Context: an optimization exercise on an open-source flow, tuned for small area. The choices shown serve that exercise and are no tape-out recipe. The RTL was checked by simulation tests, not by an equivalence proof against the original design. The clock input has no modelled driver; a real chip could not lean on it and would need a root buffer or a full tree. Power and IR drop assume default switching activity.

## tele
module tele(
    input clk,
    input rst,
    input startCall,
    input answerCall,
    input endCallCaller,
    input endCallCallee,
    input sendCharCaller,
    input sendCharCallee,
    input [7:0] charSent,
    output [63:0] statusMsg,
    output [63:0] sentMsg,
    output [15:0] cost
    );
Size in the first run: ~330 cells after synthesis, ~79 flip-flops, roughly 160 I/O pins, ~3700 µm² of cells after synthesis.
==> module tele, before the edit <==
module tele(
    input clk,
    input rst,
    input startCall,
    input answerCall,
    input endCallCaller,
    input endCallCallee,
    input sendCharCaller,
    input sendCharCallee,
    input [7:0] charSent,
    output [63:0] statusMsg,
    output [63:0] sentMsg,
    output [15:0] cost
    );
reg s0, s1, s2;
reg [3:0] cnt;
reg [15:0] cost_r;
reg [55:0] msg;      
wire idle   = (~s0 & ~s1 & ~s2);
wire ring   = (s0 & ~s2);
wire rej    = (s1 & ~s2);
wire talk   = (~s1 & s2);
wire cst    = (s1 & s2);
wire sel_callee = (~s0);
wire valid = ~charSent[7] & (charSent[6] | charSent[5]);
wire digit = ~charSent[7] & ~charSent[6] & charSent[5] & charSent[4] &
             (~charSent[3] | (~charSent[2] & ~charSent[1]));
wire is127 = (charSent == 8'd127);
wire sendok = talk & (sel_callee ? sendCharCallee : sendCharCaller);
wire shift  = sendok & valid;
wire inc1   = sendok & digit;             
wire inc2   = shift & ~digit;             
wire hangup = endCallCaller | endCallCallee;
wire cnt9 = cnt[3] & cnt[0];
wire cnt4 = cnt[2];
reg [2:0] nx;
always @* begin
    nx = {s2, s1, s0};
    if (idle) begin
        if (startCall) nx = {1'b0,1'b0,1'b1};
    end else if (ring) begin
        if (endCallCaller | cnt9) nx = {1'b0,1'b0,1'b0};
        else if (endCallCallee) nx = {1'b0,1'b1,1'b0};
        else if (answerCall) nx = {1'b1,1'b0,1'b1};
    end else if (rej) begin
        if (cnt9) nx = {1'b0,1'b0,1'b0};
    end else if (talk) begin
        if (hangup) nx = {1'b1,1'b1,1'b0};
        else if (sendok & is127) nx = sel_callee ? {1'b1,1'b0,1'b1} : {1'b1,1'b0,1'b0};
    end else begin  
        if (cnt4) nx = {1'b0,1'b0,1'b0};
    end
end
wire n0 = nx[0], n1 = nx[1], n2 = nx[2];
always @(posedge clk or posedge rst)
    if (rst) begin
        s0 <= 1'b0; s1 <= 1'b0; s2 <= 1'b0;
    end else begin
        s0 <= n0; s1 <= n1; s2 <= n2;
    end
wire cnt_run = (ring & ~endCallCallee) | rej | cst;
wire [3:0] cnt_inc = {cnt[3] ^ (cnt[2] & cnt[1] & cnt[0]),
                      cnt[2] ^ (cnt[1] & cnt[0]),
                      cnt[1] ^ cnt[0],
                      ~cnt[0]};
always @(posedge clk)
    cnt <= cnt_run ? cnt_inc : 4'd0;
wire [16:0] cy;
assign cy[1] = inc2 | (inc1 & cost_r[0]);
genvar gi;
generate
    for (gi = 1; gi < 16; gi = gi + 1) begin : g_cy
        assign cy[gi+1] = cy[gi] & cost_r[gi];
    end
endgenerate
wire [15:0] cost_n;
assign cost_n[0] = cost_r[0] ^ inc1;
assign cost_n[15:1] = cost_r[15:1] ^ cy[15:1];
function [6:0] hex7;
    input [3:0] n;
    reg ge10;
    begin
        ge10 = n[3] & (n[2] | n[1]);
        hex7 = {ge10, ~ge10, ~ge10,
                n[3] & ~ge10,
                n[2] & (~n[3] | n[1] | n[0]),
                n[1] ^ (ge10 & ~n[0]),
                n[0] ^ ge10};
    end
endfunction
wire [27:0] hexlo = {hex7(cost_r[15:12]), hex7(cost_r[11:8]),
                     hex7(cost_r[7:4]), hex7(cost_r[3:0])};
wire [27:0] hexhi = {4{7'h30}};
wire hold = ~(shift | cst);
wire [55:0] msg_n = ({56{shift}} & {msg[48:0], charSent[6:0]}) |
                    ({56{cst}}   & {hexhi, hexlo}) |
                    ({56{hold}}  & msg);
always @(posedge clk or posedge rst)
    if (rst) begin
        cost_r <= 16'd0;
        msg <= 56'd0;
    end else begin
        cost_r <= cost_n;
        msg <= msg_n;
    end
assign cost = cost_r;
genvar gb;
generate
    for (gb = 0; gb < 8; gb = gb + 1) begin : g_msg
        assign sentMsg[8*gb+7]   = 1'b0;
        assign sentMsg[8*gb+6:8*gb] = msg[7*gb+6:7*gb];
    end
endgenerate
assign statusMsg[0] = 1'b0;
assign statusMsg[1] = 1'b0;
assign statusMsg[2] = (s1 & ~s2);
assign statusMsg[3] = 1'b0;
assign statusMsg[4] = 1'b0;
assign statusMsg[5] = (~s1) | (s2);
assign statusMsg[6] = (s1 & ~s2);
assign statusMsg[7] = 1'b0;
assign statusMsg[8] = (s0 & ~s2) | (s1 & ~s2);
assign statusMsg[9] = (s0 & ~s2);
assign statusMsg[10] = (s0 & ~s2) | (s1 & ~s2);
assign statusMsg[11] = 1'b0;
assign statusMsg[12] = 1'b0;
assign statusMsg[13] = (~s0 & ~s1) | (s2);
assign statusMsg[14] = (s0 & ~s2) | (s1 & ~s2);
assign statusMsg[15] = 1'b0;
assign statusMsg[16] = (~s0 & ~s1 & s2);
assign statusMsg[17] = (s0);
assign statusMsg[18] = (~s0 & ~s1 & s2) | (s0 & ~s2) | (s1 & ~s2);
assign statusMsg[19] = (s0 & ~s2);
assign statusMsg[20] = (s0 & s2) | (s1 & ~s2);
assign statusMsg[21] = (~s0 & ~s1 & ~s2) | (s1 & s2);
assign statusMsg[22] = (s0) | (~s1 & s2) | (s1 & ~s2);
assign statusMsg[23] = 1'b0;
assign statusMsg[24] = (s0) | (~s1 & s2) | (s1 & ~s2);
assign statusMsg[25] = (s1 & ~s2);
assign statusMsg[26] = (~s1 & s2);
assign statusMsg[27] = (s0 & ~s2);
assign statusMsg[28] = 1'b0;
assign statusMsg[29] = (~s0 & ~s1 & ~s2) | (s1 & s2);
assign statusMsg[30] = (s0) | (~s1 & s2) | (s1 & ~s2);
assign statusMsg[31] = 1'b0;
assign statusMsg[32] = (~s2);
assign statusMsg[33] = (s0 & ~s2);
assign statusMsg[34] = 1'b1;
assign statusMsg[35] = (~s1 & s2);
assign statusMsg[36] = (s1 & s2);
assign statusMsg[37] = 1'b0;
assign statusMsg[38] = 1'b1;
assign statusMsg[39] = 1'b0;
assign statusMsg[40] = (s1 & s2);
assign statusMsg[41] = (s0 & ~s2) | (s1);
assign statusMsg[42] = (~s1);
assign statusMsg[43] = (~s1) | (~s2);
assign statusMsg[44] = (s1 & s2);
assign statusMsg[45] = 1'b0;
assign statusMsg[46] = 1'b1;
assign statusMsg[47] = 1'b0;
assign statusMsg[48] = (s0) | (s1) | (s2);
assign statusMsg[49] = (s1 & s2);
assign statusMsg[50] = (~s0 & ~s2) | (s1);
assign statusMsg[51] = (s0 & ~s2) | (s1 & s2);
assign statusMsg[52] = 1'b0;
assign statusMsg[53] = 1'b0;
assign statusMsg[54] = 1'b1;
assign statusMsg[55] = 1'b0;
assign statusMsg[56] = (~s0 & ~s1) | (s2);
assign statusMsg[57] = (s0) | (s1) | (s2);
assign statusMsg[58] = 1'b0;
assign statusMsg[59] = (~s0 & ~s1 & ~s2);
assign statusMsg[60] = (s0 & ~s2) | (s1 & ~s2);
assign statusMsg[61] = 1'b0;
assign statusMsg[62] = 1'b1;
assign statusMsg[63] = 1'b0;
endmodule
==> flow/config.mk <==
export PLATFORM = sky130hd
export DESIGN_NAME = tele
export DESIGN_NICKNAME = tele
export VERILOG_FILES = /design/flow/design.v
export SDC_FILE = /design/flow/constraint.sdc
export NUM_CORES = 4
export LEC_CHECK = 0
export CAP_MARGIN = 20
export CORE_AREA = 5 5 105 105
export DIE_AREA = 0 0 110 110
export SLEW_MARGIN = 20
==> flow/constraint.sdc <==
create_clock -name core_clock -period 5.0 [get_ports {clk}]
set_input_delay 1.0000 -clock core_clock [delete_from_list [all_inputs] [get_ports {clk}]]
set_output_delay 1.0000 -clock core_clock [all_outputs]
set_load 0.01 [all_outputs]
standard.sh (not shown) runs the stock make flow with config.mk's settings and CLKGATE_MAP_FILE= SYNTH_SCRIPT=/design/flow/synth_recipe.tcl, a recipe that flattens the netlist after the stock synthesis.
==> flow/flow/run.sh <==
#!/bin/bash
# The standard ORFS layout (the standard.sh) with these changes:
#  - synthesis maps the logic with an area-oriented ABC script (flow/abc_area.script);
#    the rest of the synthesis, and so every register, is as in the standard one
#  - every port gets the smallest buffer (buf_1)
#  - the clock tree is flow/manual_cts.tcl: the flip-flops split by placement
#    into 3 groups, each driven by one clkbuf_16 fed from the clock port
#  - constant outputs share their tie cells
# Each step's full output is in orfs/logs/; make's own output in make_flow.log.
set -euo pipefail
here=$(pwd)
rm -rf "$here/scripts"
cp -r "$FLOW_HOME/scripts" "$here/scripts"
cp "$here/flow/abc_area.script" "$here/scripts/abc_area.script"
cp "$here/flow/abc_area.script" "$here/scripts/abc_speed.script"
python3 - "$here/scripts/cts.tcl" "$here/flow/manual_cts.tcl" <<'PY'
import sys
p, m = sys.argv[1], sys.argv[2]
s = open(p).read()
old = "log_cmd clock_tree_synthesis {*}$cts_args"
assert s.count(old) == 1
s = s.replace(old, "source " + m)
open(p, "w").write(s)
PY
export SCRIPTS_DIR="$here/scripts"
export BUFFER_PORTS_ARGS="-buffer_cell sky130_fd_sc_hd__buf_1"
export MCTS_N=3
export MCTS_BUF=sky130_fd_sc_hd__clkbuf_16
export SKIP_REPAIR_TIE_FANOUT=1
bash standard.sh > make_flow.log 2>&1
Other scripts of this flow, unchanged in this note and not shown: flow/flow/abc_area.script, flow/flow/manual_cts.tcl
The starting point completed without violations.
Edit:
--- a/flow/design.v
+++ b/flow/design.v
@@ -30,12 +30,12 @@
 wire sendok = talk & (sel_callee ? sendCharCallee : sendCharCaller);
 wire shift  = sendok & valid;
 wire inc1   = sendok & digit;             
 wire inc2   = shift & ~digit;             
 wire hangup = endCallCaller | endCallCallee;
-wire cnt9 = cnt[3] & cnt[0];
-wire cnt4 = cnt[2];
+wire cnt9 = cnt[3] & cnt[2];
+wire cnt4 = cnt[3];
 reg [2:0] nx;
 always @* begin
     nx = {s2, s1, s0};
     if (idle) begin
         if (startCall) nx = {1'b0,1'b0,1'b1};
@@ -58,16 +58,12 @@
         s0 <= 1'b0; s1 <= 1'b0; s2 <= 1'b0;
     end else begin
         s0 <= n0; s1 <= n1; s2 <= n2;
     end
 wire cnt_run = (ring & ~endCallCallee) | rej | cst;
-wire [3:0] cnt_inc = {cnt[3] ^ (cnt[2] & cnt[1] & cnt[0]),
-                      cnt[2] ^ (cnt[1] & cnt[0]),
-                      cnt[1] ^ cnt[0],
-                      ~cnt[0]};
 always @(posedge clk)
-    cnt <= cnt_run ? cnt_inc : 4'd0;
+    cnt <= cnt_run ? {cnt[2:0], ~(cnt[3] ^ cnt[0])} : 4'd0;
 wire [16:0] cy;
 assign cy[1] = inc2 | (inc1 & cost_r[0]);
 genvar gi;
 generate
     for (gi = 1; gi < 16; gi = gi + 1) begin : g_cy
@@ -75,28 +71,30 @@
     end
 endgenerate
 wire [15:0] cost_n;
 assign cost_n[0] = cost_r[0] ^ inc1;
 assign cost_n[15:1] = cost_r[15:1] ^ cy[15:1];
-function [6:0] hex7;
+function [6:0] hexg;
     input [3:0] n;
-    reg ge10;
+    input c;
+    reg p, l6;
     begin
-        ge10 = n[3] & (n[2] | n[1]);
-        hex7 = {ge10, ~ge10, ~ge10,
-                n[3] & ~ge10,
-                n[2] & (~n[3] | n[1] | n[0]),
-                n[1] ^ (ge10 & ~n[0]),
-                n[0] ^ ge10};
+        p = n[2] | n[1];
+        l6 = c & n[3] & p;                  
+        hexg = {l6, c & ~l6, c & ~l6,
+                c & n[3] & ~p,
+                c & n[2] & (~n[3] | n[1] | n[0]),
+                (c & n[1]) ^ (l6 & ~n[0]),
+                (c & n[0]) ^ l6};
     end
 endfunction
-wire [27:0] hexlo = {hex7(cost_r[15:12]), hex7(cost_r[11:8]),
-                     hex7(cost_r[7:4]), hex7(cost_r[3:0])};
-wire [27:0] hexhi = {4{7'h30}};
+wire [27:0] hexlo = {hexg(cost_r[15:12], cst), hexg(cost_r[11:8], cst),
+                     hexg(cost_r[7:4], cst), hexg(cost_r[3:0], cst)};
+wire [27:0] hexhi = {4{1'b0, cst, cst, 4'b0000}};
 wire hold = ~(shift | cst);
 wire [55:0] msg_n = ({56{shift}} & {msg[48:0], charSent[6:0]}) |
-                    ({56{cst}}   & {hexhi, hexlo}) |
+                    {hexhi, hexlo} |
                     ({56{hold}}  & msg);
 always @(posedge clk or posedge rst)
     if (rst) begin
         cost_r <= 16'd0;
         msg <= 56'd0;
Effect:
- final area shrinks slightly
- core utilization shrinks by 0.38 points
- die area does not change
- fmax grows by a few percent
- combinational power grows slightly
- power grows slightly
- area after synthesis shrinks slightly
- sequential share of layout area grows by 0.46 points
- wire length shrinks slightly
- via count shrinks by a few percent
- global-route usage shrinks by 0.31 points
- cell count shrinks slightly
In every run of this note, the design's own scripts or RTL, not TritonCTS, make the clock network.

## port drivers added, routing unchanged
The results above use ideal ports. As a check the final layouts listed here were re-extracted and re-timed, cells and wires unchanged.
Step 1, drivers: a clkbuf_16 drives clk and a buf_2 each remaining input, both assumed.
Step 2 adds t to the input delays and takes it off the output delays; t is the mean of the earliest and latest rising clock arrival at the registers after step 1. Input paths then give back, and output paths get back, about the clock's delay inside the block.
Three values: ideal ports, drivers, drivers and shift; two values: the first two.
run	t (ns)	setup WS [ns]	worst data-port slew with drivers (ns)	cell pins on the clock port's net
the first run	0.218	0.409 / 0.445 / 0.226	0.05	3
the second run	0.223	0.623 / 0.661 / 0.439	0.05	3
After both steps every run listed still meets setup and hold. The setup slack of the second run, which loses most, moves by +0.038 ns with the drivers and by -0.184 ns with both steps.
